Source: an optimization exercise on an open RTL-to-GDS flow (aim: small area, a short achievable clock period and few clock cycles per item). Production flows keep margins and buffers that such runs may drop. Function was checked by simulation only, so behaviour that the tests miss may differ from the original.

==> inputs of tundra <==
Design float64_mul, start of the top module:
module float64_mul (
        ap_clk,
        ap_rst,
        ap_start,
        ap_done,
        ap_idle,
        ap_ready,
        a,
        b,
        ap_return
);
clock: 10.0 ns
lec_check: 0
cap_margin: 25
core_margin: 2
core_utilization: 45
place_density: 0.65
setup_slack_margin: 2.75
slew_margin: 25
standard.sh (not shown) runs the stock make flow with config.mk's settings and CLKGATE_MAP_FILE= SYNTH_SCRIPT=/design/flow/synth_recipe.tcl, a recipe that flattens the netlist after the stock synthesis.
==> flow/flow/run.sh <==
#!/bin/bash
# The standard layout (the standard.sh, unchanged synthesis), except that the port
# buffers that global placement inserts on every input and output are plain
# sky130_fd_sc_hd__buf_2 cells instead of the delay buffers buffer_ports picks by default.
set -euo pipefail
export BUFFER_PORTS_ARGS="-buffer_cell sky130_fd_sc_hd__buf_2"
bash standard.sh finish > orfs_make.log 2>&1
==> violet (differences from tundra) <==
--- a/flow/design.v
+++ b/flow/design.v
@@ -4462,16 +4462,18 @@
 reg  [2:0]  state;
 reg  [72:0] acc_s;
 reg  [72:0] acc_c;
 reg  [17:0] ch0;          
 reg  [17:0] ch1;          
 reg  [12:0] e;            
 reg         fast_r;       
 reg  [10:0] ebase_r;
+reg  [10:0] ebase1_r;
+reg  [10:0] ebase2_r;
 wire st_idle = (state == S_IDLE);
 wire st_it1  = (state == S_IT1);
 wire st_it2  = (state == S_IT2);
 wire st_fin  = (state == S_FIN);
 wire st_slow = (state == S_SLOW);
 wire st_it0  = (state == S_IT0);
 wire st_spc  = (state == S_SPC);
 wire first   = st_idle | st_it0;
@@ -4549,16 +4551,18 @@
     end else begin
         if (st_it1) ch0 <= rsum[17:0];
         if (st_it2) ch1 <= rsum[17:0];
     end
 end
 always @(posedge ap_clk) begin
     fast_r  <= fast;
     ebase_r <= esum[10:0] - 11'd1023;
+    ebase1_r <= esum[10:0] - 11'd1022;
+    ebase2_r <= esum[10:0] - 11'd1021;
 end
 always @(posedge ap_clk) begin
     if (st_fin)
         e <= {1'b0, esum} - 13'd1022;
     else if (st_slow) begin
         if (shl)
             e <= e - 13'd1;
         else if (e_vlow)
@@ -4574,19 +4578,17 @@
 wire        inc1  = y[52] & y[51];
 wire [52:0] m1    = {1'b0, y[104:53]} + {52'd0, inc1};
 wire        co1   = m1[52];
 wire [51:0] mant1 = {m1[51:1], m1[0] & ~(inc1 & z50)};
 wire [51:0] mant0 = {y[103:53], y[52] & ~(z50 & ~y[51])};
 wire [10:0] em1   = e[10:0] - 11'd1;
 wire [10:0] ep1   = e[10:0] + 11'd1;
 wire [10:0] exp1s = (y[105] & co1) ? ep1 : (y[105] | co1) ? e[10:0] : em1;
-wire [10:0] ebase1 = ebase_r + 11'd1;
-wire [10:0] ebase2 = ebase_r + 11'd2;
-wire [10:0] exp1  = st_slow ? exp1s : (co1 ? ebase2 : ebase1);
+wire [10:0] exp1  = st_slow ? exp1s : (co1 ? ebase2_r : ebase1_r);
 wire [62:0] rounded = t ? {exp1, mant1} : {ebase_r, mant0};
 assign ap_return = st_spc ? special_val :
                    (st_slow & slow_ovf) ? {zs, 11'h7ff, 52'd0} :
                    {zs, rounded};
 assign ap_ready = ap_start & (st_spc | (st_fin & fast_r) | (st_slow & slow_done));
 assign ap_idle  = ~ap_start;
 assign ap_done  = ap_ready | ap_idle;
 endmodule
==> flow/config.mk (replaced) <==
export PLATFORM = sky130hd
export DESIGN_NAME = float64_mul
export DESIGN_NICKNAME = float64_mul
export VERILOG_FILES = /design/flow/design.v
export SDC_FILE = /design/flow/constraint.sdc
export NUM_CORES = 4
export LEC_CHECK = 0
export CAP_MARGIN = 25
export CORE_MARGIN = 2
export CORE_UTILIZATION = 45
export SETUP_SLACK_MARGIN = 2.5
export SLEW_MARGIN = 25
==> ember (differences from tundra) <==
--- a/flow/design.v
+++ b/flow/design.v
@@ -4462,16 +4462,18 @@
 reg  [2:0]  state;
 reg  [72:0] acc_s;
 reg  [72:0] acc_c;
 reg  [17:0] ch0;          
 reg  [17:0] ch1;          
 reg  [12:0] e;            
 reg         fast_r;       
 reg  [10:0] ebase_r;
+reg  [10:0] ebase1_r;
+reg  [10:0] ebase2_r;
 wire st_idle = (state == S_IDLE);
 wire st_it1  = (state == S_IT1);
 wire st_it2  = (state == S_IT2);
 wire st_fin  = (state == S_FIN);
 wire st_slow = (state == S_SLOW);
 wire st_it0  = (state == S_IT0);
 wire st_spc  = (state == S_SPC);
 wire first   = st_idle | st_it0;
@@ -4549,44 +4551,42 @@
     end else begin
         if (st_it1) ch0 <= rsum[17:0];
         if (st_it2) ch1 <= rsum[17:0];
     end
 end
 always @(posedge ap_clk) begin
     fast_r  <= fast;
     ebase_r <= esum[10:0] - 11'd1023;
+    ebase1_r <= esum[10:0] - 11'd1022;
+    ebase2_r <= esum[10:0] - 11'd1021;
 end
 always @(posedge ap_clk) begin
     if (st_fin)
         e <= {1'b0, esum} - 13'd1022;
     else if (st_slow) begin
         if (shl)
             e <= e - 13'd1;
         else if (e_vlow)
             e <= 13'd1;
         else if (e_lt1)
             e <= e + 13'd1;
     end
 end
 wire        t     = y[105] | st_slow;
-wire [14:0] zx    = acc_s[14:0] ^ acc_c[14:0];
-wire [14:0] zo    = {acc_s[13:0] | acc_c[13:0], 1'b0};
-wire        z50   = ~|{zx ^ zo, ch1, ch0};
+wire        z50   = ~|y[50:0];
 wire        inc1  = y[52] & y[51];
 wire [52:0] m1    = {1'b0, y[104:53]} + {52'd0, inc1};
 wire        co1   = m1[52];
 wire [51:0] mant1 = {m1[51:1], m1[0] & ~(inc1 & z50)};
 wire [51:0] mant0 = {y[103:53], y[52] & ~(z50 & ~y[51])};
 wire [10:0] em1   = e[10:0] - 11'd1;
 wire [10:0] ep1   = e[10:0] + 11'd1;
 wire [10:0] exp1s = (y[105] & co1) ? ep1 : (y[105] | co1) ? e[10:0] : em1;
-wire [10:0] ebase1 = ebase_r + 11'd1;
-wire [10:0] ebase2 = ebase_r + 11'd2;
-wire [10:0] exp1  = st_slow ? exp1s : (co1 ? ebase2 : ebase1);
+wire [10:0] exp1  = st_slow ? exp1s : (co1 ? ebase2_r : ebase1_r);
 wire [62:0] rounded = t ? {exp1, mant1} : {ebase_r, mant0};
 assign ap_return = st_spc ? special_val :
                    (st_slow & slow_ovf) ? {zs, 11'h7ff, 52'd0} :
                    {zs, rounded};
 assign ap_ready = ap_start & (st_spc | (st_fin & fast_r) | (st_slow & slow_done));
 assign ap_idle  = ~ap_start;
 assign ap_done  = ap_ready | ap_idle;
 endmodule
==> flow/run.sh (new file) <==
#!/bin/bash
# synth_recipe.tcl (not shown) runs the flow's synth.tcl, then flattens the netlist and writes it again
# the make line also repeats each setting of config.mk as NAME=value (left out here)
make -C /OpenROAD-flow-scripts/flow DESIGN_CONFIG=/design/flow/config.mk WORK_HOME=/design/flow/orfs CLKGATE_MAP_FILE= SYNTH_SCRIPT=/design/flow/synth_recipe.tcl finish
==> flow/config.mk (replaced) <==
export PLATFORM = sky130hd
export DESIGN_NAME = float64_mul
export DESIGN_NICKNAME = float64_mul
export VERILOG_FILES = /design/flow/design.v
export SDC_FILE = /design/flow/constraint.sdc
export NUM_CORES = 4
export LEC_CHECK = 0
export CAP_MARGIN = 20
export CORE_MARGIN = 2
export CORE_UTILIZATION = 40
export SETUP_SLACK_MARGIN = 3.0
export SLEW_MARGIN = 20
removed: flow/flow/run.sh
removed: flow/standard.sh
==> harbor (differences from tundra) <==
--- a/flow/design.v
+++ b/flow/design.v
@@ -4462,16 +4462,18 @@
 reg  [2:0]  state;
 reg  [72:0] acc_s;
 reg  [72:0] acc_c;
 reg  [17:0] ch0;          
 reg  [17:0] ch1;          
 reg  [12:0] e;            
 reg         fast_r;       
 reg  [10:0] ebase_r;
+reg  [10:0] ebase1_r;
+reg  [10:0] ebase2_r;
 wire st_idle = (state == S_IDLE);
 wire st_it1  = (state == S_IT1);
 wire st_it2  = (state == S_IT2);
 wire st_fin  = (state == S_FIN);
 wire st_slow = (state == S_SLOW);
 wire st_it0  = (state == S_IT0);
 wire st_spc  = (state == S_SPC);
 wire first   = st_idle | st_it0;
@@ -4549,16 +4551,18 @@
     end else begin
         if (st_it1) ch0 <= rsum[17:0];
         if (st_it2) ch1 <= rsum[17:0];
     end
 end
 always @(posedge ap_clk) begin
     fast_r  <= fast;
     ebase_r <= esum[10:0] - 11'd1023;
+    ebase1_r <= esum[10:0] - 11'd1022;
+    ebase2_r <= esum[10:0] - 11'd1021;
 end
 always @(posedge ap_clk) begin
     if (st_fin)
         e <= {1'b0, esum} - 13'd1022;
     else if (st_slow) begin
         if (shl)
             e <= e - 13'd1;
         else if (e_vlow)
@@ -4574,19 +4578,17 @@
 wire        inc1  = y[52] & y[51];
 wire [52:0] m1    = {1'b0, y[104:53]} + {52'd0, inc1};
 wire        co1   = m1[52];
 wire [51:0] mant1 = {m1[51:1], m1[0] & ~(inc1 & z50)};
 wire [51:0] mant0 = {y[103:53], y[52] & ~(z50 & ~y[51])};
 wire [10:0] em1   = e[10:0] - 11'd1;
 wire [10:0] ep1   = e[10:0] + 11'd1;
 wire [10:0] exp1s = (y[105] & co1) ? ep1 : (y[105] | co1) ? e[10:0] : em1;
-wire [10:0] ebase1 = ebase_r + 11'd1;
-wire [10:0] ebase2 = ebase_r + 11'd2;
-wire [10:0] exp1  = st_slow ? exp1s : (co1 ? ebase2 : ebase1);
+wire [10:0] exp1  = st_slow ? exp1s : (co1 ? ebase2_r : ebase1_r);
 wire [62:0] rounded = t ? {exp1, mant1} : {ebase_r, mant0};
 assign ap_return = st_spc ? special_val :
                    (st_slow & slow_ovf) ? {zs, 11'h7ff, 52'd0} :
                    {zs, rounded};
 assign ap_ready = ap_start & (st_spc | (st_fin & fast_r) | (st_slow & slow_done));
 assign ap_idle  = ~ap_start;
 assign ap_done  = ap_ready | ap_idle;
 endmodule
==> flow/flow/run.sh (replaced) <==
#!/bin/bash
# The standard layout (the standard.sh, unchanged synthesis), except that the port
# buffers that global placement inserts on every input and output are plain
# sky130_fd_sc_hd__buf_4 cells instead of the delay buffers buffer_ports picks by default.
set -euo pipefail
export BUFFER_PORTS_ARGS="-buffer_cell sky130_fd_sc_hd__buf_4"
bash standard.sh finish > orfs_make.log 2>&1
==> flow/config.mk (replaced) <==
export PLATFORM = sky130hd
export DESIGN_NAME = float64_mul
export DESIGN_NICKNAME = float64_mul
export VERILOG_FILES = /design/flow/design.v
export SDC_FILE = /design/flow/constraint.sdc
export NUM_CORES = 4
export LEC_CHECK = 0
export CAP_MARGIN = 30
export CORE_MARGIN = 2
export CORE_UTILIZATION = 40
export SETUP_SLACK_MARGIN = 3.0
export SLEW_MARGIN = 30
==> comparison table <==
| metric | harbor | violet | tundra | ember |
|---|---|---|---|---|
| Result of the run | no timing/DRC/antenna violations | no timing/DRC/antenna violations | no timing/DRC/antenna violations | no timing/DRC/antenna violations |
| Area after detailed placement | 44,500 sq um | 43,800 sq um | 43,100 sq um | 44,700 sq um |
| ClkCell Share | 1.88% | 1.85% | 1.95% | 1.84% |
| Setup slack on the worst flop-to-flop path | 3.07 ns | 2.71 ns | 2.82 ns | 3.20 ns |
| Count of buffer and inverter cells on the critical path | 1 | 3 | 3 | 4 |
| Compound-Gate Fraction of Synth Area | 23.4% | 23.4% | 23.6% | 23.3% |
| Clk_buf instances | 29 | 42 | 39 | 44 |
| Placer's final routability congestion estimate | 1.02 | 1.03 | 1.08 | 1.09 |
| Met2 Wirelength | 83,000 um | 79,300 um | 80,800 um | 88,000 um |
| Xor-xnor portion of the synthesized cell area | 12.3% | 12.3% | 13.0% | 12.0% |
| Cell count of the worst reg-to-reg path | 21 | 19 | 19 | 19 |
| Maximum fanout encountered on the critical timing path | 9 | 15 | 10 | 8 |
| Post-Synthesis Cell Area | 42,100 sq um | 42,100 sq um | 41,500 sq um | 41,700 sq um |
| Routing usage on met2 | 51.3% | 55.5% | 57.8% | 55.7% |
| End point of the most critical hold path | acc_s[3] | acc_s[3] | acc_s[3] | acc_s[6] |
| Worst Max-Slew Pin Slew | 1.03 ns | 1.12 ns | 1.06 ns | 1.17 ns |
| Clock latency of the later-clocked register in the worst-skew pair | 0.60 ns | 0.59 ns | 0.59 ns | 0.60 ns |
| Summed area of non-filler cells in the final layout | 50,100 sq um | 46,600 sq um | 47,700 sq um | 50,800 sq um |
| Setup Buffers After CTS | 123 | 35 | 82 | 135 |
| CTS clock-pin slew for the worst setup and hold paths | 0.06 ns | 0.07 ns | 0.07 ns | 0.06 ns |
Testbench counts of tundra, summed over its fixed seeds: cycles 9,600, items 2,400.
Testbench counts of violet, summed over its fixed seeds: cycles 9,600, items 2,400.
Testbench counts of ember, summed over its fixed seeds: cycles 9,600, items 2,400.
Testbench counts of harbor, summed over its fixed seeds: cycles 9,600, items 2,400.

## re-timing with driven ports
No port has a modelled driver above. Below, the same layouts with a new extraction and two added sets of constraints.
Step 1 assumes that a clkbuf_16 drives the clock port and a buf_2 every other input.
Step 2 moves the port delays by t, midway between the first and last clock arrival at a register: inputs arrive t later, outputs are due t later. That takes back most of the time a late clock gives input paths.
Slacks: no drivers / after step 1 / after step 2; pairs: no drivers / after step 1.
| run | shift t [ns] | setup slack, ns | slew at the worst register clock pin (ns) |
|---|---|---|---|
| tundra | 0.635 | 2.490 / 2.437 / 2.327 | 0.07 / 0.07 |
| violet | 0.639 | 2.554 / 2.497 / 2.060 | 0.07 / 0.07 |
| ember | 0.650 | 2.284 / 2.224 / 2.336 | 0.07 / 0.07 |
| harbor | 0.645 | 2.721 / 2.661 / 2.367 | 0.07 / 0.07 |
After both steps setup and hold are still met in every run listed. The setup slack of violet, which loses most, moves by -0.057 ns with the drivers and by -0.494 ns with both steps.
